This is an optimization exercise on Yosys and OpenROAD, whose aim is a short achievable clock period, not a production implementation. No functional check of the RTL was part of any run shown here.

`constraint.sdc`:
```
create_clock -name core_clock -period 3.8 [get_ports {clk}]
set_input_delay 0.7600 -clock core_clock [delete_from_list [all_inputs] [get_ports {clk}]]
set_output_delay 0.7600 -clock core_clock [all_outputs]
set_load 0.01 [all_outputs]
```
`config.mk`:
```
export PLATFORM = sky130hd
export DESIGN_NAME = Sine_wave
export DESIGN_NICKNAME = Sine_wave
export VERILOG_FILES = /design/flow/design.v
export SDC_FILE = /design/flow/constraint.sdc
export NUM_CORES = 4
export LEC_CHECK = 0
export ABC_CLOCK_PERIOD_IN_PS = 1500
export CAP_MARGIN = 20
export CORE_MARGIN = 2
export CORE_UTILIZATION = 40
export SETUP_SLACK_MARGIN = 2.3
export SLEW_MARGIN = 20
```
`design.v`:
```
module rotator
    #(
    parameter DATA_WIDTH     = 12,
    parameter ZW             = 16,    
    parameter ZWO            = 16,    
    parameter ROTATOR_NUMBER = 2,
    parameter [16:0] ATAN    = 1
    )(
    input                                   clk,
    input  wire signed [DATA_WIDTH:0]       x_i,
    input  wire signed [DATA_WIDTH:0]       y_i,
    input  wire                             d_i,    
    input  wire signed [ZW-1:0]             z_i,
    input              [1:0]                quarter_in,
    input                                   kill_in,
    output reg signed  [DATA_WIDTH:0]       x_o,
    output reg signed  [DATA_WIDTH:0]       y_o,
    output reg                              d_o,    
    output reg signed  [ZWO-1:0]            z_o,
    output reg         [1:0]                quarter_out,
    output reg                              kill_out
);
wire signed [DATA_WIDTH:0] shifted_x = x_i >>> ROTATOR_NUMBER;
wire signed [DATA_WIDTH:0] shifted_y = y_i >>> ROTATOR_NUMBER;
wire signed [17:0] a   = $signed({1'b0, ATAN});
wire signed [17:0] z_e = z_i;
always @(posedge clk) begin
    quarter_out <= quarter_in;
    kill_out    <= kill_in;
    if (d_i) begin
        x_o <= x_i - shifted_y;
        y_o <= y_i + shifted_x;
        z_o <= z_e - a;
        d_o <= z_e > a;
    end else begin
        x_o <= x_i + shifted_y;
        y_o <= y_i - shifted_x;
        z_o <= z_e + a;
        d_o <= z_e > -a;
    end
end
endmodule
module cordic#(
    parameter DATA_WIDTH    = 12,
    parameter ANGLE_WIDTH   = 16
    )(
    input                           clk,
    input                           rst,       
    input  signed [DATA_WIDTH:0]    a_i,       
    input  signed [DATA_WIDTH:0]    na_i,      
    input                           kill_i,    
    input         [1:0]             quarter_in,
    input         [ANGLE_WIDTH-1:0] theta_i,   
    output reg    [DATA_WIDTH:0]    sin_o,
    output reg    [DATA_WIDTH:0]    cos_o
    );
localparam N = 16;
localparam W = DATA_WIDTH + 1;
function [16:0] tanangle;
    input integer i;
begin
    case (i)
    0: tanangle = 25723;
    1: tanangle = 15204;
    2: tanangle = 8028;
    3: tanangle = 4076;
    4: tanangle = 2045;
    5: tanangle = 1022;
    6: tanangle = 511;
    7: tanangle = 256;
    8: tanangle = 128;
    9: tanangle = 65;
    10: tanangle = 32;
    11: tanangle = 16;
    12: tanangle = 8;
    13: tanangle = 4;
    14: tanangle = 2;
    default: tanangle = 1;
    endcase
end
endfunction
function integer zwidth;
    input integer k;
begin
    if (k <= 1)      zwidth = 17;
    else if (k <= 3) zwidth = 16;
    else             zwidth = 15;
end
endfunction
wire [ANGLE_WIDTH-1:0] A = theta_i;
wire d0 = |A;
wire d1 = ~d0 | (A > 16'd25723);
wire signed [W-1:0] a  = a_i;
wire signed [W-1:0] na = na_i;
wire signed [W-1:0] P  = a  >>> 1;
wire signed [W-1:0] M  = na >>> 1;
wire signed [W-1:0] x2_11 = a - P;
wire signed [W-1:0] y2_11 = a + P;
wire signed [W-1:0] x2_10 = a + P;
wire signed [W-1:0] y2_10 = a - P;
wire signed [W-1:0] x2_01 = a - M;
wire signed [W-1:0] y2_01 = na + P;
wire signed [W-1:0] x2_00 = a + M;
wire signed [W-1:0] y2_00 = na - P;
wire signed [17:0] Ae = {2'b00, A};
wire signed [17:0] z2_11 = Ae - 18'sd40927;
wire signed [17:0] z2_10 = Ae - 18'sd10519;
wire signed [17:0] z2_0x = 18'sd10519;           
wire d2_11 = A > 16'd40927;
wire d2_10 = A > 16'd10519;
reg signed [W-1:0] x2, y2;
reg signed [15:0]  z2;
reg                d2;
reg        [1:0]   q2;
reg                k2;
always @(posedge clk) begin
    q2 <= quarter_in;
    k2 <= kill_i | rst;
    case ({d0, d1})
        2'b11: begin x2 <= x2_11; y2 <= y2_11; z2 <= z2_11; d2 <= d2_11; end
        2'b10: begin x2 <= x2_10; y2 <= y2_10; z2 <= z2_10; d2 <= d2_10; end
        2'b01: begin x2 <= x2_01; y2 <= y2_01; z2 <= z2_0x; d2 <= 1'b1;  end
        default: begin x2 <= x2_00; y2 <= y2_00; z2 <= z2_0x; d2 <= 1'b1;  end
    endcase
end
wire signed [W-1:0] xs [N:2];
wire signed [W-1:0] ys [N:2];
wire signed [17:0]  zs [N:2];
wire                ds [N:2];
wire        [1:0]   qs [N:2];
wire                ks [N:2];
assign xs[2] = x2;
assign ys[2] = y2;
assign zs[2] = z2;
assign ds[2] = d2;
assign qs[2] = q2;
assign ks[2] = k2;
genvar i;
generate
    for (i = 2; i < N-1; i = i + 1) begin : stage
        wire signed [zwidth(i+1)-1:0] z_o;
        rotator #(
            .DATA_WIDTH    (DATA_WIDTH),
            .ZW            (zwidth(i)),
            .ZWO           (zwidth(i+1)),
            .ROTATOR_NUMBER(i),
            .ATAN          (tanangle(i))
        ) rotator (
            .clk        (clk),
            .x_i        (xs[i]),
            .y_i        (ys[i]),
            .d_i        (ds[i]),
            .z_i        (zs[i][zwidth(i)-1:0]),
            .quarter_in (qs[i]),
            .kill_in    (ks[i] | rst),
            .x_o        (xs[i+1]),
            .y_o        (ys[i+1]),
            .d_o        (ds[i+1]),
            .z_o        (z_o),
            .quarter_out(qs[i+1]),
            .kill_out   (ks[i+1])
        );
        assign zs[i+1] = z_o;
    end
endgenerate
wire signed [W-1:0] x15 = xs[N-1];
wire signed [W-1:0] y15 = ys[N-1];
wire                d15 = ds[N-1];
wire        [1:0]   q15 = qs[N-1];
wire ux = y15[W-1];    
wire uy = x15[W-1];
wire signed [2:0] dx = ux ? (d15 ? 3'sd1 : -3'sd1) : 3'sd0;
wire signed [2:0] dy = uy ? (d15 ? -3'sd1 : 3'sd1) : 3'sd0;
wire neg_s = q15[1];
wire neg_c = q15[1] ^ q15[0];
wire signed [2:0] ey = neg_s ? 3'sd1 - dy : dy;
wire signed [2:0] ex = neg_c ? 3'sd1 - dx : dx;
wire [W-1:0] s_val = (y15 ^ {W{neg_s}}) + {{(W-3){ey[2]}}, ey};
wire [W-1:0] c_val = (x15 ^ {W{neg_c}}) + {{(W-3){ex[2]}}, ex};
always @(posedge clk) begin
    if (rst | ks[N-1]) begin
        sin_o <= 13'h1000;
        cos_o <= 13'h1000;
    end else begin
        sin_o <= s_val ^ 13'h1000;
        cos_o <= c_val ^ 13'h1000;
    end
end
endmodule
module Sine_wave
    #(
        parameter DATA_WIDTH    = 12,
        parameter ANGLE_WIDTH   = 16
    )(
    input                       clk,
    input                       reset,
    input                       ce,
    input  [DATA_WIDTH:0]       ampl,
    input  [ANGLE_WIDTH-1:0]    step,
    output [DATA_WIDTH:0]       sin_wave,
    output [DATA_WIDTH:0]       cos_wave
);
localparam angle_90 = 51315;
reg [ANGLE_WIDTH-1:0] step_r;
reg [ANGLE_WIDTH:0]   lim_r;      
reg                   ce_r, rst_r;
reg [DATA_WIDTH:0]    a_r, na_r;  
reg                   k0;         
always @(posedge clk) begin
    step_r <= step;
    lim_r  <= (step > angle_90) ? 17'h10000 : angle_90 - step;
    ce_r   <= ce;
    rst_r  <= reset;
    a_r    <= ampl;
    na_r   <= -ampl;
    k0     <= reset;
end
reg [ANGLE_WIDTH-1:0] angle;
reg [1:0]             state;
wire [ANGLE_WIDTH-1:0] a_sum  = angle + step_r;
wire [ANGLE_WIDTH-1:0] a_diff = angle - step_r;
wire go_up   = {1'b0, angle} < lim_r;
wire go_down = angle > step_r;
always @(posedge clk) begin
    if (ce_r) begin
        if (rst_r) begin
            state <= 2'd0;
            angle <= 0;
        end else if (!state[0]) begin
            if (go_up) angle <= a_sum;
            else       state <= state + 2'd1;
        end else begin
            if (go_down) angle <= a_diff;
            else         state <= state + 2'd1;
        end
    end
end
cordic #(
    .DATA_WIDTH    (DATA_WIDTH),
    .ANGLE_WIDTH   (ANGLE_WIDTH)
    ) cordic (
    .clk        (clk),
    .rst        (reset),
    .a_i        (a_r),
    .na_i       (na_r),
    .kill_i     (k0),
    .quarter_in (state),
    .theta_i    (angle),
    .sin_o      (sin_wave),
    .cos_o      (cos_wave)
);
endmodule
```
`run.sh`:
```
#!/bin/bash
# synth_recipe.tcl (not shown) runs the flow's synth.tcl, then flattens the netlist and writes it again
# the make line also repeats each setting of config.mk as NAME=value (left out here)
make -C /OpenROAD-flow-scripts/flow DESIGN_CONFIG=/design/flow/config.mk WORK_HOME=/design/flow/orfs CLKGATE_MAP_FILE= SYNTH_SCRIPT=/design/flow/synth_recipe.tcl finish
```
==> impl_metrics.ini, run 1 <==
[status]
status = no timing/DRC/antenna violations

[clock_network]
insertion_delay_ps = 670
cts.clk_slew.worst_paths_ps = 70
cts.sinks = 721
cts_root_buf = clkbuf_16
cts_buffers = 85
cts_tree = done
clk_path_buf_depth = 3
htree_levels = 3
cts_hold_buf = 0

[grt]
grt_pass1_wl_um = 182000
antenna_found_initial = 0
grt_pass1_vias = 36400
grt-ovfl-total = 0
grt_usage_pct = 19.5
grt_max_degree = 28

[floorplan]
ios = 58
rows = 120
coreArea_um2 = 107000
die_area_um2 = 111000
start_util_pct = 40.4
die_x_um = 333
die_h_um = 333

[job]
cap_violations = 0

[worst_hold_path]
hold_class = input port to register
hp-start = step[2]
min_to = step_r[2]
worstHoldPathCells = 1

[critical_path]
crit_fanout = 5
r2r_cells = 13
rr_endpoint = cordic.y2[12]
cp.arrival_ps = 3830
rrSetupSlack_ps = 520
crit_path_end_kind = register
crit_required_ps = 4360
startpoint_type = register
worst-setup-path-type = register to register
r2r_start = angle[4]

[synthesis]
synth.distinct_cells = 87
netlist_area_um2 = 43400
syn_nets = 5388
synthCells = 4804
synth_ff_type = dfxtp_1
avgSynthCellArea_um2 = 9.03
synth-simple-area-share_pct = 15.4
synth_xor_area_share_pct = 13.1
synth_compound_area_share_pct = 16.0
yosysSeqAreaShare_pct = 33.7
ys_async_sr_fraction_pct = 0
synth_edf_count = 18
synth_top_family_by_area = adder cells
synth_seq_cells = 721
synth.area.mux_share_pct = 1.62
synth-adder-area-share_pct = 16.5
ys_warn_count = 15

[final_layout]
finalNetCount = 6136
register_area_um2 = 15000
finalNonFillerCells = 7025
fillCellCount = 8564
layout-drive-gt1-share_pct = 42.7
multi_input_area_um2 = 35400
post-route-util_pct = 59.2
area_delta_synth_final_pct = 46.5
num_antenna_cells = 0

[sta]
fmax_mhz = 305
finalSetupViolCount = 0
fin_crit_sh_pct = 86.3
hold_viol = 0
slew_headroom_pct = 45.3
drv_slew = 0
finalSetupTns_ps = 0
clock_skew_ps = 31.0
rsz0062_at_grt = true
fin_crit_ps = 3280
worstMarginPinSlew_ps = 817
whs_ps = 234

[detailed_routing]
drt_wl_total_um = 118000
drt_pass1_iterations = 5
wl_per_cell_um = 16.8
drtIter0Drc = 1712
vias = 37400
drc_errors = 0
viasPerCell = 5.33
antenna_left = 0

[place]
finalWeightedCongestion = 0.884
dp.cells = 6188
hpwl_um = 74600
io_buffers = 57
flip-flops by register name (all words and copies together), names as in the netlist:
| register | cells |
|---|---|
| cordic.stage.rotator.quarter_out | 26 |
| cordic.stage.rotator.y_o | 169 |
| ce_r | 1 |
| cordic.cos_o | 13 |
| cordic.sin_o | 13 |
| cordic.stage.rotator.x_o | 169 |
| na_r | 13 |
| step_r | 16 |
| cordic.stage.rotator.z_o | 181 |
| rst_r | 1 |
| state | 2 |
| cordic.d2 | 1 |
| cordic.z2 | 16 |
| a_r | 12 |
| cordic.q2 | 2 |
| cordic.y2 | 13 |
| cordic.stage.rotator.kill_out | 13 |
| cordic.x2 | 13 |
| cordic.k2 | 1 |
| lim_r | 17 |
| angle | 16 |
| cordic.stage.rotator.d_o | 13 |
critical path, cell delays in order (launching register included):
cell and delay, ps:
edfxtp_1 420, nor4_2 380, and4_4 340, buf_12 140, nor2_2 40, xnor2_1 120
ha_1 320, nor2b_4 130, o21a_1 200, o21ai_2 170, a21boi_2 110, a211o_1 310
xor2_1 150, a221o_1 330
cell usage after synthesis (14+ instances only):
library cell,instances,share of area (%)
nand4_1,31,0.45
mux2i_1,43,0.99
o211ai_1,30,0.52
and3_1,58,0.84
a41o_1,16,0.37
inv_1,291,2.5
nor2b_1,82,1.2
a21o_1,64,1.1
dfxtp_1,703,32
or4_1,15,0.26
and2_1,27,0.39
fa_1,35,1.6
o21a_1,83,1.4
a21oi_1,387,4.5
nor3b_1,18,0.31
edfxtp_1,18,1.2
o21bai_1,22,0.38
a31oi_1,58,0.84
o221ai_1,16,0.32
or2_2,63,0.91
mux2_2,22,0.57
o21ai_0,154,1.8
nand3_1,89,1.0
nor3_1,143,1.6
a211oi_1,41,0.71
nand2_1,173,1.5
o22ai_1,25,0.36
nand2b_1,63,0.91
ha_1,517,15
xnor2_1,480,9.7
or3_1,87,1.3
nor2_1,401,3.5
o31ai_1,41,0.71
buf_2,20,0.23
buf_1,14,0.12
a22oi_1,15,0.26
xor2_1,168,3.4
nor4_1,48,0.69
clkbuf_1,75,0.65
cell families (layout without fill, tap and decap cells):
logic type | Yosys count | in the layout
xor gates and xnor gates | 649 | 649
AOI/OAI and AO/OA | 1081 | 1082
and+or+nand+nor | 1327 | 1330
adders and majority gates | 552 | 552
muxes | 67 | 67
DFF | 721 | 721
buffers and inverters | 407 | 1221
cell usage in the layout (no fill, tap or decap), types with 37 or more instances in the layout:
master	count
dfxtp_1	556
buf_4	485
xnor2_1	396
ha_1	354
nor2_1	293
a21oi_2	215
inv_1	210
buf_6	170
xor2_1	149
nand2_1	145
a21oi_1	139
ha_4	117
dfxtp_4	93
clkbuf_16	91
nor3_1	89
nand3_1	81
o21a_1	78
xnor2_2	77
or3_1	68
o21ai_2	64
a21o_1	63
nor2_2	63
inv_2	55
dfxtp_2	54
or2_2	49
nor2_4	47
ha_2	46
o21ai_0	45
and3_1	45
a31oi_1	43
nand2b_1	42
buf_12	42
nor2b_1	37
through the flow:
step | instance area [um^2] | setup slack, ps
finish | 63600 | 521
CTS | 58300 | 607
floorplan | 46300 | 649
detailed placement | 47900 | 426
global placement | 47900 | 454
global route | 63600 | 438
routing by layer:
metal | share of wire [%] | up-vias | track usage, %
met3 | 3.4 | 199 | 2.62
met4 | 2.4 | 0 | 5.74
met5 | 0 | - | 0
met1 | 43 | 18100 | 24.5
met2 | 51 | 599 | 34.7
li1 | - | 18500 | -
final cells by class:
class	instances	share of cell area (%)
Multi-Input combinational cell	3680	55.7
Sequential cell	721	23.6
Timing Repair Buffer	769	11.4
Clock buffer	114	3.81
Tap cell	1403	2.76
Inverter	294	1.91
Clock inverter	43	0.772
Timing Repair inverter	1	0.0138
worst max path at each step:
stage | startpoint | end | slack [ps] | depth (start not counted)
after floorplan | angle[3] | cordic.x2[12] | 650 | 14
after CTS | angle[0] | cordic.y2[12] | 610 | 15
after detailed placement | angle[0] | cordic.x2[12] | 430 | 15
after global routing | a_r[2] | cordic.y2[12] | 440 | 13
final | angle[4] | cordic.y2[12] | 520 | 13
after global placement | angle[0] | cordic.x2[12] | 450 | 16
repair_timing:
action,in CTS,in global routing
setup buffers,436,228
pin swaps,558,585
endpoints found under the setup margin,542,536
resized for setup,1030,741
cloned,14,2
==> run 2: changes to the inputs <==
--- a/config.mk
+++ b/config.mk
@@ -10,3 +10,4 @@
 export CORE_MARGIN = 2
-export CORE_UTILIZATION = 40
+export CORE_UTILIZATION = 60
+export PLACE_DENSITY = 0.7
 export SETUP_SLACK_MARGIN = 2.3
==> run 2 against run 1 <==
Against the previous run: clock-buffer cell count shrank 6; still clean on timing, DRC and antenna; largest cell class unchanged; non-clock buffer count shrank 43; cell area shrank 2.9%; critical endpoint is now cordic.x2[12]; worst hold slack gained 13 ps; via count grew 4.5%.
==> impl_metrics.ini, run 2 <==
[final_layout]
mostFrequentLayoutCells = 544 x dfxtp_1, 465 x buf_4, 394 x xnor2_1
top_regs = cordic.stage.rotator.z_o (181), cordic.stage.rotator.x_o (169), cordic.stage.rotator.y_o (169)
layout-drive-gt1-share_pct = 41.4
largest_reg_flops = 181
area_delta_synth_final_pct = 42.1
finalNetCount = 6086
fin_area_um2 = 61700
num_antenna_cells = 0
post-route-util_pct = 86.2
top_register = cordic.stage.rotator.z_o
fillCellCount = 3591
finalNonFillerCells = 6516
layout.cells.most_common = dfxtp_1

[sta]
clock_skew_ps = 32.3
hold_viol = 0
fmax_mhz = 307
finalSetupTns_ps = 0
drv_slew = 0
slew_headroom_pct = 47.3
rsz0062_at_grt = true
fin_crit_sh_pct = 85.6
worstMarginPinSlew_ps = 789
finalSetupViolCount = 0
fin_crit_ps = 3250

[grt]
antenna_found_initial = 1
grt_usage_pct = 29.1
grt_max_degree = 30
use_met1_pct = 36.3
grtUsageMet3_pct = 3.55
grt_pass1_wl_um = 181000
globalRoute.busiestLayer = met2
met2_usage_pct = 52.4
grt-ovfl-total = 0
grt_pass1_vias = 36800

[clock_network]
htree_levels = 3
insertion_delay_ps = 640
cts_hold_buf = 0
cts.sinks = 721
cts_root_buf = clkbuf_16
cts_tree = done
cts.clk_slew.worst_paths_ps = 60
clk_path_buf_depth = 3
cts_buffers = 79

[synthesis]
yosysTopAreaCell = dfxtp_1
yosysSeqAreaShare_pct = 33.7
synth_ff_type = dfxtp_1
synth_area_leaders = dfxtp_1 32%, ha_1 15%, xnor2_1 9.7%
netlist_area_um2 = 43400
ys_top_cells_by_count = 703 x dfxtp_1, 517 x ha_1, 480 x xnor2_1
syn_nets = 5388
synth_most_common_cell = dfxtp_1
synth.distinct_cells = 87
synth_top_area_share_pct = 32.4
ys_async_sr_fraction_pct = 0
synth_seq_cells = 721
synthCells = 4804
avgSynthCellArea_um2 = 9.03
synth_edf_count = 18
ys_warn_count = 15

[place]
finalWeightedCongestion = 0.888
dp.cells = 5730
hpwl_um = 71600
io_buffers = 57
dpl_cell_area_um2 = 47300

[critical_path]
slowest_delay_ps = 440
path_buf_inv = 1
worst-setup-path-type = register to register
startpoint_type = register
cp_cell_sequence = nor4_4 -> nand4_1 -> buf_12 -> nor2_4 -> a21oi_4 -> fa_2 -> a211oi_2 -> o21ai_1 -> a221o_1 -> a31oi_1 -> xnor2_1 -> o22ai_1 -> a21o_1
cp.arrival_ps = 3780
crit_fanout = 11
slowest_stage = edfxtp_1
crit_required_ps = 4330
crit_path_end_kind = register
critPathTopFamily = compound AO/OA/AOI/OAI gates

[floorplan]
die_area_um2 = 74500
die_x_um = 273
die_h_um = 273
coreArea_um2 = 71600
ios = 58
rows = 98
start_util_pct = 60.6

[status]
status = no timing/DRC/antenna violations

[detailed_routing]
antenna_left = 0
drtIter0Drc = 2802
drt_pass1_iterations = 5
viasPerCell = 6.00
drt_wl_total_um = 132000
wl_per_cell_um = 20.2
drc_errors = 0
vias = 39100

[worst_hold_path]
hold_class = input port to register

[job]
cap_violations = 0
[run 2: final timing paths]
kind | start | end | slack [ps] | cells after the start
worst max-delay path | angle[3] | cordic.x2[12] | 550 | 13
worst min-delay path | step[2] | step_r[2] | 250 | 1
worst max register to register | angle[3] | cordic.x2[12] | 550 | 13
worst min register to register | cordic.stage[6].rotator.quarter_out[0] | cordic.stage[7].rotator.quarter_out[0] | 310 | 0
[run 2: final cells by class]
cell class / count / area, um^2 / area share, %
repair buffers: 726 / 6610 / 10.7
flip-flops and latches: 721 / 15000 / 24.4
clock inverters: 37 / 470 / 0.763
well taps: 950 / 1190 / 1.93
clock buffers: 108 / 2250 / 3.64
inverters: 294 / 1210 / 1.96
multi-input cells: 3680 / 34900 / 56.6
[run 2: repair_timing]
action | 4_1_cts | 5_1_grt
pin swaps | 551 | 526
endpoints found under the setup margin | 546 | 527
hold endpoints to repair | 0 | 0
cloned | 11 | 1
gates resized for setup | 997 | 644
buffers inserted | 412 | 217
[run 2: metrics by stage]
stage	setup slack [ps]	hold WS [ps]
2_1_floorplan	649	310
3_3_place_gp	459	311
3_5_place_dp	460	312
4_1_cts	571	224
5_1_grt	407	232
6_report	548	247
[run 2: cell families (layout without fill, tap and decap cells)]
kind of cell    Yosys count  count (layout)  synth area share, %
compound gates         1081            1082                 16.0
xor+xnor                649             649                 13.1
fa+ha+maj               552             552                 16.5
buf+inv                 407            1165                 3.61
flops                   721             721                 33.7
mux                      67              67                 1.62
simple gates           1327            1330                 15.4
[run 2: metal layers]
| layer | vias to the layer above | routed length (um) |
|---|---|---|
| met5 | - | 13 |
| met4 | 2 | 5770 |
| met3 | 405 | 6240 |
| met2 | 1327 | 67200 |
| met1 | 18900 | 52300 |
| li1 | 18400 | - |
[run 2: worst reg2reg max path, delay by kind of cell, from the launching register on]
family,cells,cell delay (ps)
AOI/OAI and AO/OA,7,1220
buffers and inverters,1,210
and+or+nand+nor,3,700
xor gates and xnor gates,1,150
adders and majority gates,1,410
DFF,1,440

re-timing with driven ports:
The results above use ideal ports. As a check the final layouts listed here were re-extracted and re-timed, cells and wires unchanged.
Step 1, drivers: a clkbuf_16 drives clk and a buf_2 each remaining input, both assumed.
Step 2 times the ports against the registers' clock, not the clock port: input delays grow and output delays shrink by t, the midpoint of the rising clock arrivals with the driver on.
Three values: ideal ports, drivers, drivers and shift; two values: the first two.
run | shift t [ns] | setup slack, ns | worst register clock-pin slew, ns | worst slew at a driven data input, ns
run 1 | 0.726 | 0.521 / 0.521 / 0.521 | 0.07 / 0.07 | 0.07
run 2 | 0.699 | 0.548 / 0.548 / 0.548 | 0.07 / 0.07 | 0.07
After both steps every run listed still meets setup and hold.
